Source: an optimization exercise on an open RTL-to-GDS flow (aim: small area, a short achievable clock period and few clock cycles per item). Production flows keep margins and buffers that such runs may drop.
Where RTL was checked, it was by simulation tests only, not by an equivalence proof against the original.

// block_solver
module block_solver (
	input clk,
	input rst_n,
	input [255:0] midstate,
	input [95:0] header_leftovers,
	input [255:0] target,
	input [31:0] nonce_start,
	output [2:0] state_out,
	output [31:0] current_nonce
);
clock: 16.0 ns
lec_check: 0
cap_margin: 20
core_margin: 2
core_utilization: 40
slew_margin: 20
standard.sh (not shown) runs the stock make flow with config.mk's settings and CLKGATE_MAP_FILE= SYNTH_SCRIPT=/design/flow/synth_recipe.tcl, a recipe that flattens the netlist after the stock synthesis.
==> flow/flow/run.sh <==
#!/bin/bash
set -euo pipefail
export SETUP_SLACK_MARGIN=11.3
export BUFFER_PORTS_ARGS="-buffer_cell sky130_fd_sc_hd__buf_1"
bash standard.sh > standard.log 2>&1
Testbench counts at the start, summed over its fixed seeds: cycles 861,407, nonces 13,087.
Next try:
Settings changed: ABC_AREA set to 1.
The new run passed the timing, DRC and antenna checks.
Final cell count rises by about 17%.
First-iteration DRC count rises by 10%.
Register-to-register slack improves by 0.56 ns.
Clock-buffer cell count falls by 7.
Setup slack improves by 0.56 ns.
Final area falls by 1.8%.
Clock skew rises by 0.023 ns.
Non-clock buffer count falls by 235.
Core utilization falls by 2.3 points.
Global-route usage rises by 2.3 points.
Next try:
--- a/flow/flow/run.sh
+++ b/flow/flow/run.sh
@@ -3 +3 @@
-export SETUP_SLACK_MARGIN=11.3
+export SETUP_SLACK_MARGIN=11.6
Settings changed: ABC_AREA 1 to not set.
The changed run finished with timing, DRC and antenna clean.
Non-clock buffer count is higher by 365.
Worst hold slack gains 0.015 ns.
Worst setup slack loses 0.55 ns.

* * *

Another version of the RTL of block_solver (not shown whole).
Size: roughly 12000 cells after synthesis, ~1800 flip-flops, roughly 680 I/O pins.
export LEC_CHECK = 0
export ABC_AREA = 1
export CAP_MARGIN = 20
export CORE_MARGIN = 2
export CORE_UTILIZATION = 55
export CTS_BUF_LIST = sky130_fd_sc_hd__clkbuf_4 sky130_fd_sc_hd__clkbuf_8 sky130_fd_sc_hd__clkbuf_16
export SLEW_MARGIN = 20
create_clock -name core_clock -period 16.0 [get_ports {clk}]
==> flow/flow/run.sh <==
#!/bin/bash
set -euo pipefail
export SETUP_SLACK_MARGIN=11.3
export BUFFER_PORTS_ARGS="-buffer_cell sky130_fd_sc_hd__buf_1"
bash standard.sh > standard.log 2>&1
The first run finished clean.
Edit:
==> flow/flow/run.sh (replaced) <==
#!/bin/bash
set -euo pipefail
export SETUP_SLACK_MARGIN=11.5
export BUFFER_PORTS_ARGS="-buffer_cell sky130_fd_sc_hd__buf_1"
bash standard.sh > standard.log 2>&1
Settings changed: CTS_BUF_LIST sky130_fd_sc_hd__clkbuf_4 sky130_fd_sc_hd__clkbuf_8 sky130_fd_sc_hd__clkbuf_16 to not set.
Effect:
- worst hold slack is about the same
- cell area is higher slightly
Edit:
==> flow/flow/run.sh (replaced) <==
#!/bin/bash
set -euo pipefail
export SETUP_SLACK_MARGIN=11.3
export BUFFER_PORTS_ARGS="-buffer_cell sky130_fd_sc_hd__buf_1"
bash standard.sh > standard.log 2>&1
Effect: The new run completed with no timing, DRC or antenna violations; core utilization went down by 0.97 points; design area is lower slightly; via count is lower slightly; wire length came out lower slightly; clock-buffer cell count is unchanged; cell count goes down slightly.
Edit:
Settings changed: PLACE_DENSITY set to 0.85.
Effect: The changed run produced a clean layout; die area stays the same; flip-flop and latch count stays the same; worst setup slack gains 6.4 ps; area after synthesis stays the same; routed wire length falls by a few percent; clock skew goes up by 12 ps.
Function was not checked in any run of this note: the RTL went through the layout flow alone.

* * *

block_solver, a different RTL version from the one above (not shown whole).
Size: about 13,000 cells after synthesis, roughly 680 I/O pins.
clock: 16.0 ns
lec_check: 0
abc_area: 1
cap_margin: 20
core_margin: 2
core_utilization: 55
place_density: 0.85
slew_margin: 20
synth_hierarchical: 1
synth_minimum_keep_size: 400
==> flow/flow/run.sh <==
#!/bin/bash
set -euo pipefail
export SETUP_SLACK_MARGIN=11.75
export BUFFER_PORTS_ARGS="-buffer_cell sky130_fd_sc_hd__buf_1"
bash standard.sh > standard.log 2>&1
Rerun with:
CTS_CLUSTER_DIAMETER = 35   (was not set)
CTS_CLUSTER_SIZE = 30   (was not set)
What happened: The new run completed without violations. Wire length rose by 3.3%. Global-route usage rises by 0.93 points. Hold slack got worse by 32 ps.
No functional check of the RTL was part of any run of this note.

* * *

## lane 1
Another version of the RTL of block_solver (not shown whole).
Size in the first run: roughly 680 I/O pins.
// block_solver
module block_solver (
	input clk,
	input rst_n,
	input [255:0] midstate,
	input [95:0] header_leftovers,
	input [255:0] target,
	input [31:0] nonce_start,
	output [2:0] state_out,
	output [31:0] current_nonce
);
make LEC_CHECK=0 CAP_MARGIN=80 CORE_MARGIN=2 CORE_UTILIZATION=40 SLEW_MARGIN=80 finish   # period 16.0 ns
run.sh (not shown) runs the stock make flow with config.mk's settings and CLKGATE_MAP_FILE= SYNTH_SCRIPT=/design/flow/synth_recipe.tcl, a recipe that flattens the netlist after the stock synthesis.
Stock flow here: none of the scripts above is used.
Relative to lane 1, the following input files were edited for lane 2:
Settings: changing SLEW_MARGIN from 80 to 20; changing CAP_MARGIN from 80 to 20.
==> flow/flow/run.sh (new file) <==
#!/bin/bash
# Standard layout, with the resizer asked for 12 ns of setup slack (a 4 ns
# period) instead of none.
set -euo pipefail
export SETUP_SLACK_MARGIN=12
bash standard.sh > standard.log 2>&1
==> flow/standard.sh (new file) <==
#!/bin/bash
# synth_recipe.tcl (not shown) runs the flow's synth.tcl, then flattens the netlist and writes it again
# the make line also repeats each setting of config.mk as NAME=value (left out here)
make -C /OpenROAD-flow-scripts/flow DESIGN_CONFIG=/design/flow/config.mk WORK_HOME=/design/flow/orfs CLKGATE_MAP_FILE= SYNTH_SCRIPT=/design/flow/synth_recipe.tcl "${@:-finish}"
removed: flow/run.sh
Findings:
Cmp lane 1 and lane 2 / register fraction of the total cell area / higher: lane 1. The met3 track demand over resource of lane 1 and that of lane 2 are within noise of each other. NOTE: area of all placed cells without fillers in lane 2 exceeds that of lane 1. Lane 1 leaves less setup margin than lane 2. Compared to lane 1, the router laid down more metal wire for lane 2.
[inputs] lane 3 vs lane 2
==> flow/run.sh (new file) <==
#!/bin/bash
# synth_recipe.tcl (not shown) runs the flow's synth.tcl, then flattens the netlist and writes it again
# the make line also repeats each setting of config.mk as NAME=value (left out here)
make -C /OpenROAD-flow-scripts/flow DESIGN_CONFIG=/design/flow/config.mk WORK_HOME=/design/flow/orfs CLKGATE_MAP_FILE= SYNTH_SCRIPT=/design/flow/synth_recipe.tcl finish
removed: flow/flow/run.sh
removed: flow/standard.sh
Results
Lane 3 went all the way through the flow, and no timing, DRC or antenna check failed.
Worst hold margin on lane 3 is behind lane 2.
Lane 2 was larger in final cell area than lane 3.
Global-route usage is lower on lane 3
Lane 2 ended up with fa_1 as its slowest cell on the critical path; lane 3 ended up with o2111ai_1.
Looking at met3 usage in global routing, lane 3 sits 0.69 points below lane 2.
Modified inputs, lane 4 compared to lane 3
==> flow/flow/run.sh (new file) <==
#!/bin/bash
# Standard layout, with the resizer asked for 11 ns of setup slack (a 5 ns
# period) instead of none.
set -euo pipefail
export SETUP_SLACK_MARGIN=11
bash standard.sh > standard.log 2>&1
==> flow/standard.sh (new file) <==
#!/bin/bash
# synth_recipe.tcl (not shown) runs the flow's synth.tcl, then flattens the netlist and writes it again
# the make line also repeats each setting of config.mk as NAME=value (left out here)
make -C /OpenROAD-flow-scripts/flow DESIGN_CONFIG=/design/flow/config.mk WORK_HOME=/design/flow/orfs CLKGATE_MAP_FILE= SYNTH_SCRIPT=/design/flow/synth_recipe.tcl "${@:-finish}"
removed: flow/run.sh
Results
Compared with lane 3, lane 4 shows a met3 track utilization from global routing that is 0.73 points higher. Comparing worst endpoint data arrival time for lane 4 and lane 3, the bigger number came from lane 3.
No functional check of the RTL was part of any run of this note.

* * *

block_solver, a different RTL version from the one above (not shown whole).
Size: ~680 I/O pins, about 180000 um^2 of cells after synthesis.
==> flow/config.mk <==
export PLATFORM = sky130hd
export DESIGN_NAME = block_solver
export DESIGN_NICKNAME = block_solver
export VERILOG_FILES = /design/flow/design.v
export SDC_FILE = /design/flow/constraint.sdc
export NUM_CORES = 8
export LEC_CHECK = 0
export ABC_AREA = 1
export CAP_MARGIN = 20
export CORE_MARGIN = 2
export CORE_UTILIZATION = 55
export PLACE_DENSITY = 0.75
export SLEW_MARGIN = 20
export SYNTH_HIERARCHICAL = 1
export SYNTH_MINIMUM_KEEP_SIZE = 400
==> flow/constraint.sdc <==
create_clock -name core_clock -period 16.0 [get_ports {clk}]
set_input_delay 3.2000 -clock core_clock [delete_from_list [all_inputs] [get_ports {clk}]]
set_output_delay 3.2000 -clock core_clock [all_outputs]
set_load 0.01 [all_outputs]
standard.sh (not shown) runs the stock make flow with config.mk's settings and CLKGATE_MAP_FILE= SYNTH_SCRIPT=/design/flow/synth_recipe.tcl, a recipe that flattens the netlist after the stock synthesis.
==> flow/flow/run.sh <==
#!/bin/bash
set -euo pipefail
export SETUP_SLACK_MARGIN=11.7
export BUFFER_PORTS_ARGS="-buffer_cell sky130_fd_sc_hd__buf_1"
bash standard.sh > standard.log 2>&1
The starting point finished with timing, DRC and antenna clean.
Next try:
--- a/flow/flow/run.sh
+++ b/flow/flow/run.sh
@@ -3 +3 @@
-export SETUP_SLACK_MARGIN=11.7
+export SETUP_SLACK_MARGIN=11.4
--- a/flow/config.mk
+++ b/flow/config.mk
@@ -12 +12 @@
-export PLACE_DENSITY = 0.75
+export PLACE_DENSITY = 0.85
Effect: The changed run finished with timing, DRC and antenna clean. Core utilization shrinks by 1.6 points. Via count is higher slightly. Synthesized area does not change. Hold slack is worse by 3.5 ps. Wire length is higher by roughly a tenth. Global-route usage climbs by 4.7 points. Maximum frequency went up by a few percent. Die area is unchanged. Synthesized cell count does not change.
No run of this note included a check of the RTL's function; only the layout flow was run.

what the ideal ports hide:
Ports are ideal in the flow. The routed layouts listed here were re-timed in OpenROAD. Step 1: set_driving_cell puts a clkbuf_16 on clk and a buf_2 on each other input, an assumption about the parent block. Step 2 adds t to the input delays and takes it off the output delays; t is the mean of the earliest and latest rising clock arrival at the registers after step 1. Input paths then give back, and output paths get back, about the clock's delay inside the block. Three values: ideal ports, drivers, drivers and shift; two values: the first two.
run | t, ns | setup slack, ns | worst data-port slew with drivers (ns)
the first run of note 1 | 0.945 | 10.770 / 10.770 / 10.770 | 0.10
the second run of note 1 | 0.964 | 11.334 / 11.238 / 10.940 | 0.25
the third run of note 1 | 0.933 | 10.787 / 10.787 / 10.787 | 0.16
the first run of note 2 | 0.950 | 11.316 / 11.236 / 11.073 | 0.12
the second run of note 2 | 0.939 | 11.297 / 11.297 / 11.066 | 0.13
the third run of note 2 | 0.950 | 11.299 / 11.228 / 11.075 | 0.12
the fourth run of note 2 | 0.949 | 11.306 / 11.209 / 11.304 | 0.36
the first run of note 3 | 0.943 | 11.497 / 11.400 / 11.422 | 0.33
the second run of note 3 | 1.018 | 11.431 / 11.335 / 11.390 | 0.36
lane 1 | 0.924 | 9.261 / 9.261 / 9.261 | 0.16
lane 2 | 0.939 | 10.424 / 10.424 / 9.710 | 0.25
lane 3 | 0.922 | 9.336 / 9.336 / 8.866 | 0.15
lane 4 | 0.925 | 10.579 / 10.579 / 9.840 | 0.15
the first run of note 5 | 1.115 | 11.199 / 11.199 / 10.978 | 0.37
the second run of note 5 | 1.085 | 11.324 / 11.205 / 10.959 | 0.27
After both steps every run listed still meets setup and hold. For lane 4, which loses most, drivers alone change the setup slack by 0.000 ns; drivers and shift together by -0.739 ns.
